From an optimization exercise on the open Yosys and OpenROAD flow, aimed at small area, a short achievable clock period and few clock cycles; shortcuts taken in it are not production practice. Only simulation tests tie the RTL to the original design; equivalence was not proved.

==> design/flow/design.v <==
`timescale 1ns / 1ps
module mat_mul #
	(
        parameter integer DIM_LOG = 2,     
        parameter integer DIM = 2**DIM_LOG,
        parameter integer SIZE = DIM*DIM,
        parameter integer SIZE_LOG = 2*DIM_LOG,
        parameter integer DATA_WIDTH = 32
    )
    (
		input wire  s00_axi_aclk,
		input wire  s00_axi_aresetn,
		output wire  s00_axis_tready,
		input wire [DATA_WIDTH-1 : 0] s00_axis_tdata,
		input wire  s00_axis_tlast,
        input wire  s00_axis_tvalid,
		output wire  m00_axis_tvalid,
        output wire [DATA_WIDTH-1 : 0] m00_axis_tdata,
        output wire [(DATA_WIDTH/8)-1 : 0] m00_axis_tstrb,
        output wire  m00_axis_tlast,
        input wire  m00_axis_tready,
        input wire sel,
        input wire start
    );
	reg busy;               
	reg item_done;          
	reg matrix_done;        
	reg start_transfer;     
	reg transfer;           
	reg last_transfer;      
	reg mac_enable;         
    reg [DATA_WIDTH-1 : 0] mem_A [0 : SIZE-1];  
    reg [DATA_WIDTH-1 : 0] mem_B [0 : SIZE-1];  
    reg [DATA_WIDTH-1 : 0] mem_R [0 : SIZE-1];  
    reg [DATA_WIDTH-1 : 0] mat_A;    
    reg [DATA_WIDTH-1 : 0] mat_B;    
    reg [DATA_WIDTH-1 : 0] mat_R;    
    reg [SIZE_LOG-1 : 0] addr_stream_in;     
    reg [SIZE_LOG-1 : 0] addr_stream_out;    
    wire [SIZE_LOG-1 : 0] addr_A;    
    wire [SIZE_LOG-1 : 0] addr_B;    
    reg [SIZE_LOG-1 : 0] addr_R;     
    reg [DIM_LOG-1 : 0] row_cnt;     
    reg [DIM_LOG-1 : 0] col_cnt;     
    reg [DIM_LOG-1 : 0] tmp_cnt;     
    wire [DATA_WIDTH-1 : 0] mad;     
    reg [DATA_WIDTH-1 : 0] mac;      
    assign s00_axis_tready = !busy && !transfer && !start_transfer;  
    always @ (posedge s00_axi_aclk) begin
        if (!s00_axi_aresetn || s00_axis_tlast)
            addr_stream_in <= 0;
        else if (s00_axis_tready && s00_axis_tvalid)  
            addr_stream_in <= addr_stream_in + 1 ;  
    end
    always @ (posedge s00_axi_aclk) begin 
        if (!busy && !transfer && !start_transfer && s00_axis_tready && s00_axis_tvalid && !sel)  
            mem_A [addr_stream_in] <= s00_axis_tdata;
        if (busy)  
            mat_A <= mem_A [addr_A];
    end
    always @ (posedge s00_axi_aclk) begin
        if (!busy && !transfer && !start_transfer && s00_axis_tready && s00_axis_tvalid && sel)  
            mem_B [addr_stream_in] <= s00_axis_tdata;
        if (busy)  
            mat_B <= mem_B [addr_B];
    end
    assign m00_axis_tstrb = 4'hf;    
    assign m00_axis_tdata = mat_R;        
    assign m00_axis_tlast = last_transfer;        
    assign m00_axis_tvalid = transfer;       
    wire load_R = start_transfer || (transfer && m00_axis_tready && !last_transfer);
    always @ (posedge s00_axi_aclk) begin
        if (!s00_axi_aresetn || busy )  
            addr_stream_out <= 0;
        else if (load_R)  
            addr_stream_out <= addr_stream_out + 1 ;  
    end
    always @ (posedge s00_axi_aclk) begin
        if (!s00_axi_aresetn)
            start_transfer <= 0;
        else
            start_transfer <= matrix_done ;  
    end
    always @ (posedge s00_axi_aclk) begin
        if (!s00_axi_aresetn || (last_transfer && m00_axis_tready) )  
            transfer <= 0;
        else if (start_transfer)  
            transfer <= 1;
    end
    always @ (posedge s00_axi_aclk) begin
        if (!s00_axi_aresetn)
            last_transfer <= 0;
        else if (load_R)
            last_transfer <= (addr_stream_out == SIZE - 1) ;
        else if (transfer && m00_axis_tready)
            last_transfer <= 0;  
    end
    always @ (posedge s00_axi_aclk) begin
        if (item_done)  
            mem_R [addr_R] <= mad;  
        if (load_R)  
            mat_R <= mem_R [addr_stream_out];
    end
    always @ (posedge s00_axi_aclk) begin
        if (!s00_axi_aresetn || matrix_done )  
            busy <= 0;
        else if (start)  
            busy <= 1'b1;
    end
    always @ (posedge s00_axi_aclk) begin
        if (!s00_axi_aresetn)
            item_done <= 0;
        else
            item_done <= (tmp_cnt == DIM - 1) ;  
    end
    always @ (posedge s00_axi_aclk) begin
        if (!s00_axi_aresetn)
            matrix_done <= 0;
        else
            matrix_done <= (col_cnt == DIM-1) && (row_cnt == DIM-1) && (tmp_cnt == DIM-1) ;  
    end
    always @ (posedge s00_axi_aclk) begin
        if (!s00_axi_aresetn || (tmp_cnt == DIM ) || start )  
            tmp_cnt <= 0;
        else if (busy)  
            tmp_cnt <= tmp_cnt + 1;
    end
    always @ (posedge s00_axi_aclk) begin
        if (!s00_axi_aresetn || col_cnt==DIM && tmp_cnt==DIM || start )  
            col_cnt <= 0;
        else if (tmp_cnt==DIM -1 && col_cnt<DIM)  
            col_cnt <= col_cnt + 1;
    end
    always @ (posedge s00_axi_aclk) begin
        if (!s00_axi_aresetn || row_cnt==DIM && col_cnt==DIM && tmp_cnt==DIM || start )  
            row_cnt <= 0;
        else if (tmp_cnt==DIM -1 && col_cnt==DIM-1 && row_cnt<DIM)  
            row_cnt <= row_cnt + 1;
    end
    assign addr_A = row_cnt * DIM + tmp_cnt ;  
    assign addr_B = tmp_cnt * DIM + col_cnt ;  
    always @ (posedge s00_axi_aclk) begin
        if (!s00_axi_aresetn || start)
            addr_R <= 0;
        else if (item_done)  
            addr_R <= addr_R + 1;  
    end
    assign mad = mat_A * mat_B + mac;
    always @ (posedge s00_axi_aclk) begin
       if (!s00_axi_aresetn || item_done || start )  
           mac <= 0;
       else if (mac_enable)
           mac <= mad ;  
    end
    always @ (posedge s00_axi_aclk) begin
       if (!s00_axi_aresetn)
           mac_enable <= 0;
       else
           mac_enable <= busy ;  
    end
endmodule
==> design/flow/run.sh <==
#!/bin/bash
# synth_recipe.tcl (not shown) runs the flow's synth.tcl, then flattens the netlist and writes it again
# the make line also repeats each setting of config.mk as NAME=value (left out here)
make -C /OpenROAD-flow-scripts/flow DESIGN_CONFIG=/design/flow/config.mk WORK_HOME=/design/flow/orfs CLKGATE_MAP_FILE= SYNTH_SCRIPT=/design/flow/synth_recipe.tcl finish
==> design/flow/config.mk <==
export PLATFORM = sky130hd
export DESIGN_NAME = mat_mul
export DESIGN_NICKNAME = mat_mul
export VERILOG_FILES = /design/flow/design.v
export SDC_FILE = /design/flow/constraint.sdc
export NUM_CORES = 4
export LEC_CHECK = 0
export CAP_MARGIN = 20
export CORE_MARGIN = 2
export CORE_UTILIZATION = 40
export PLACE_DENSITY = 0.6
export SLEW_MARGIN = 20
==> design/flow/constraint.sdc <==
create_clock -name core_clock -period 10.0 [get_ports {s00_axi_aclk}]
set_input_delay 2.0000 -clock core_clock [delete_from_list [all_inputs] [get_ports {s00_axi_aclk}]]
set_output_delay 2.0000 -clock core_clock [all_outputs]
set_load 0.01 [all_outputs]
==> summary.md <==
| Metric | Value |
|---|---|
| Status | no timing/DRC/antenna violations |
| Largest net degree at the start of global routing | 102 |
| Routed vias/inst | 5.286 |
| Slew HR | 0.2817 |
| Die X | ~450 microns |
| DR vias | roughly 39000 |
| Number of synthesized flops with an enable pin | between 1500 and 2000 |
| Buffer count from post-CTS setup fixing | 0 |
| Clock skew | 0.06316 ns |
| Slew @ Worst Pin | approximately 1.1 ns |
| Crit-path max FO | 25 |
| End of the worst hold path | busy |
| Final wirelength | between 150000 and 200000 microns |
| Die area | 0.2027 sq mm |
| Leading cell type in the layout, fill and taps excluded | edfxtp_1 |
| Layout cells sized above 1 | 0.1941 |
| Longest Clk Path Bufs | 3 |
| Top_reg_cell synth | edfxtp_1 |
| Commonest non-fill, non-tap cells in the layout | edfxtp_1, inv_1, mux4_2, fa_1, and2_1 |
| Chip Height | about 450 microns |
| Slew Viols, Final | 0 |
| Clk latency of the worst-skew pair | between 0.8 and 0.9 ns |
| Hold Crit Depth | 1 |
| Core box area | 0.1976 sq mm |
| NumNets Final | slightly above 5000 |
| R2R depth | 22 |
| Vias in the first global route | about 41000 |
| Antenna violations before repair | 16 |
| CTS root buf | clkbuf_16 |
| Total GRT Usage | 0.1917 |
| Max Clk Rate | roughly 120 MHz |
| Register Area | ~0.050 sq mm |
| DR pass1 iterations | 5 |
| Starting Density | 0.4030 |
| TritonCTS clock tree | done |
| Max Cap Viol | 0 |
| Fin Setup TNS | 0 ns |
| Final period util | 0.8522 |
| Fin crit period | between 8 and 9 ns |
| WL per Instance | approximately 26 microns |
| Startpoint of the worst hold path | matrix_done |
| Finished layout cell area | between 0.08 and 0.09 sq mm |
| Async S/R FF share, synth | 0 |
| Yosys reg bits | roughly 1700 |
| Clock slew at reported path FFs | approximately 0.07 ns |
| CP endpoint kind | register |
| Unrepaired setup endpoints after global routing | false |
| Syn Inst Count | between 4000 and 5000 |
| First-pass GRT wire length | 283100 microns |
| Post-cts sizing count | 0 |
| Arrival time worst endpoint | ~9 ns |
| Placement Rows | 163 |
| Flop2flop setup slack | about 1.5 ns |
| FF-to-FF End | mem_R[1][30] |
| Placed inst area | approximately 0.084 sq mm |
| # clock sinks | between 1500 and 2000 |
| GP Congestion | 0.8583 |
| Number of I/O pins | just under 80 |
| R2R Path Start | mat_B[7] |
| Fillers | 16870 |
| Drt initial violations | between 3000 and 4000 |
| Unique masters post-synth | 56 |
| Post-Synthesis Cell Area | about 0.080 sq mm |
| Area grow syn2layout | 12.12% |
| Post-synthesis sequential area ratio | 0.6296 |
| CP Data Required Time | approximately 10 ns |
| Ys Warns | 1 |
| DRT antenna net count | 0 |
| Hold Violations, Final | 0 |
| Post-route DRC | 0 |
| Hold WC Path Type | reg -> reg |
| Multi-input logic area | around 0.027 sq mm |
| Final setup fails | 0 |
| Port Buf Inserts | between 70 and 80 |
| CTS buffer count | 171 |
| Startpoint types | register |
| GRT overflow | 0 |
| H-tree levels | 4 |
| CP Class | reg -> reg |
| Syn_area_per_cell | 18.03 sq um |
| HPWL Detailed | 116100 microns |
| Hold_buf cts | 0 |
-- cell families after synthesis --
kind of cell             synth area share
multiplexers                       0.1396
buffers and inverters             0.03495
AO/OA/AOI/OAI                    0.008012
AND/OR/NAND/NOR                   0.04532
other                          0.00004708
adder cells (fa/ha/maj)            0.1315
flip-flops                         0.6296
XOR/XNOR                          0.01100
-- registers in the layout (all words and copies together) (netlist names) --
register and cells:
mem_A 512, mem_B 512, mem_R 512, mac 32, mat_A 32, mat_B 32, mat_R 32, addr_R 4
addr_stream_in 4, addr_stream_out 4, col_cnt 2, row_cnt 2, tmp_cnt 2, busy 1, item_done 1, last_transfer 1
mac_enable 1, matrix_done 1, start_transfer 1, transfer 1
-- worst max-delay path: stages, from the launching register on --
cell and delay [ns]:
edfxtp_1 0.96, and2_1 0.25, fa_1 0.44, fa_1 0.49
fa_1 0.51, inv_1 0.05, fa_1 0.47, inv_1 0.05
fa_1 0.50, inv_1 0.06, fa_1 0.54, inv_1 0.05
fa_1 0.47, inv_1 0.05, fa_1 0.47, inv_1 0.04
ha_1 0.37, nand4_1 0.21, or2_1 0.34, o31ai_2 0.60
a31oi_4 0.17, o21bai_2 0.21, xor2_1 0.80
-- worst max-delay path by stage --
stage,start,end,depth (start not counted)
detailed placement,mat_B[6],mem_R[7][25],25
global placement,mat_B[7],mem_R[6][25],25
CTS,mat_B[6],mem_R[6][25],25
global route,mat_B[8],mem_R[5][30],23
finish,mat_B[7],mem_R[1][30],22
floorplan,mat_B[2],mem_R[0][25],26
-- final cells by class --
type,instances,area share
Clock inverter,92,0.009023
Tap cell,2640,0.03699
Timing Repair Buffer,181,0.01715
Multi-Input combinational cell,2004,0.3031
Clock buffer,218,0.05037
Antenna cell,2,0.00005604
Sequential cell,1689,0.5619
Inverter,509,0.02139
-- per-layer routing --
layer | vias up | share of wire | track usage
li1 | 16430 | - | -
met1 | 20940 | 0.41 | 0.2580
met5 | - | 0.00039 | 0
met4 | 12 | 0.023 | 0.05049
met3 | 270 | 0.065 | 0.03840
met2 | 1125 | 0.50 | 0.3189
-- cell usage after synthesis, drive strengths merged, types with 8 or more instances --
master  count  area share
a21o       13      0.0012
a21oi      34      0.0023
and2      310       0.024
buf        75      0.0042
clkbuf    144      0.0068
dfxtp      57       0.014
edfxtp   1632        0.62
fa        438        0.11
ha        136       0.021
inv       508       0.024
mux2i      31      0.0039
mux4      480        0.14
nand2     275       0.013
nand2b      8     0.00063
nand4       9     0.00071
nor2       91      0.0043
o21a        8     0.00075
o21ai      11     0.00069
xnor2      73      0.0080
xor2       27      0.0030
-- through the flow --
| stage | instances | util | worst slack (ns) | hold slack (ns) |
|---|---|---|---|---|
| after detailed placement | 7021 | 0.4249 | 1.528 | 0.3937 |
| after floorplan | 4421 | - | 2.630 | 0.3890 |
| after CTS | 7331 | 0.4518 | 1.467 | 0.4031 |
| after global placement | 7021 | 0.4249 | 1.628 | 0.4007 |
| final | 7335 | 0.4519 | 1.478 | 0.4051 |
| after global routing | 7334 | 0.4519 | 0.9822 | 0.4291 |
Testbench counts, summed over its fixed seeds: cycles 11,040.

-- re-timing with driven ports --
The flow's constraints put no driver on any port. The routed layout listed below was extracted and timed again, unchanged, in two steps.
Step 1 assumes that a clkbuf_16 drives the clock port and a buf_2 every other input.
Step 2 also shifts input and output timing later by t, the mid clock arrival at the registers, as if the neighbouring blocks saw the same clock.
Three values: ideal ports, drivers, drivers and shift; two values: the first two.
t, ns: 0.882
setup slack, ns: 1.478 / 1.478 / 1.478
hold slack, ns: 0.405 / 0.405 / 0.405
After both steps this run still meets setup and hold. For this run, drivers alone change the setup slack by 0.000 ns; drivers and shift together by 0.000 ns.
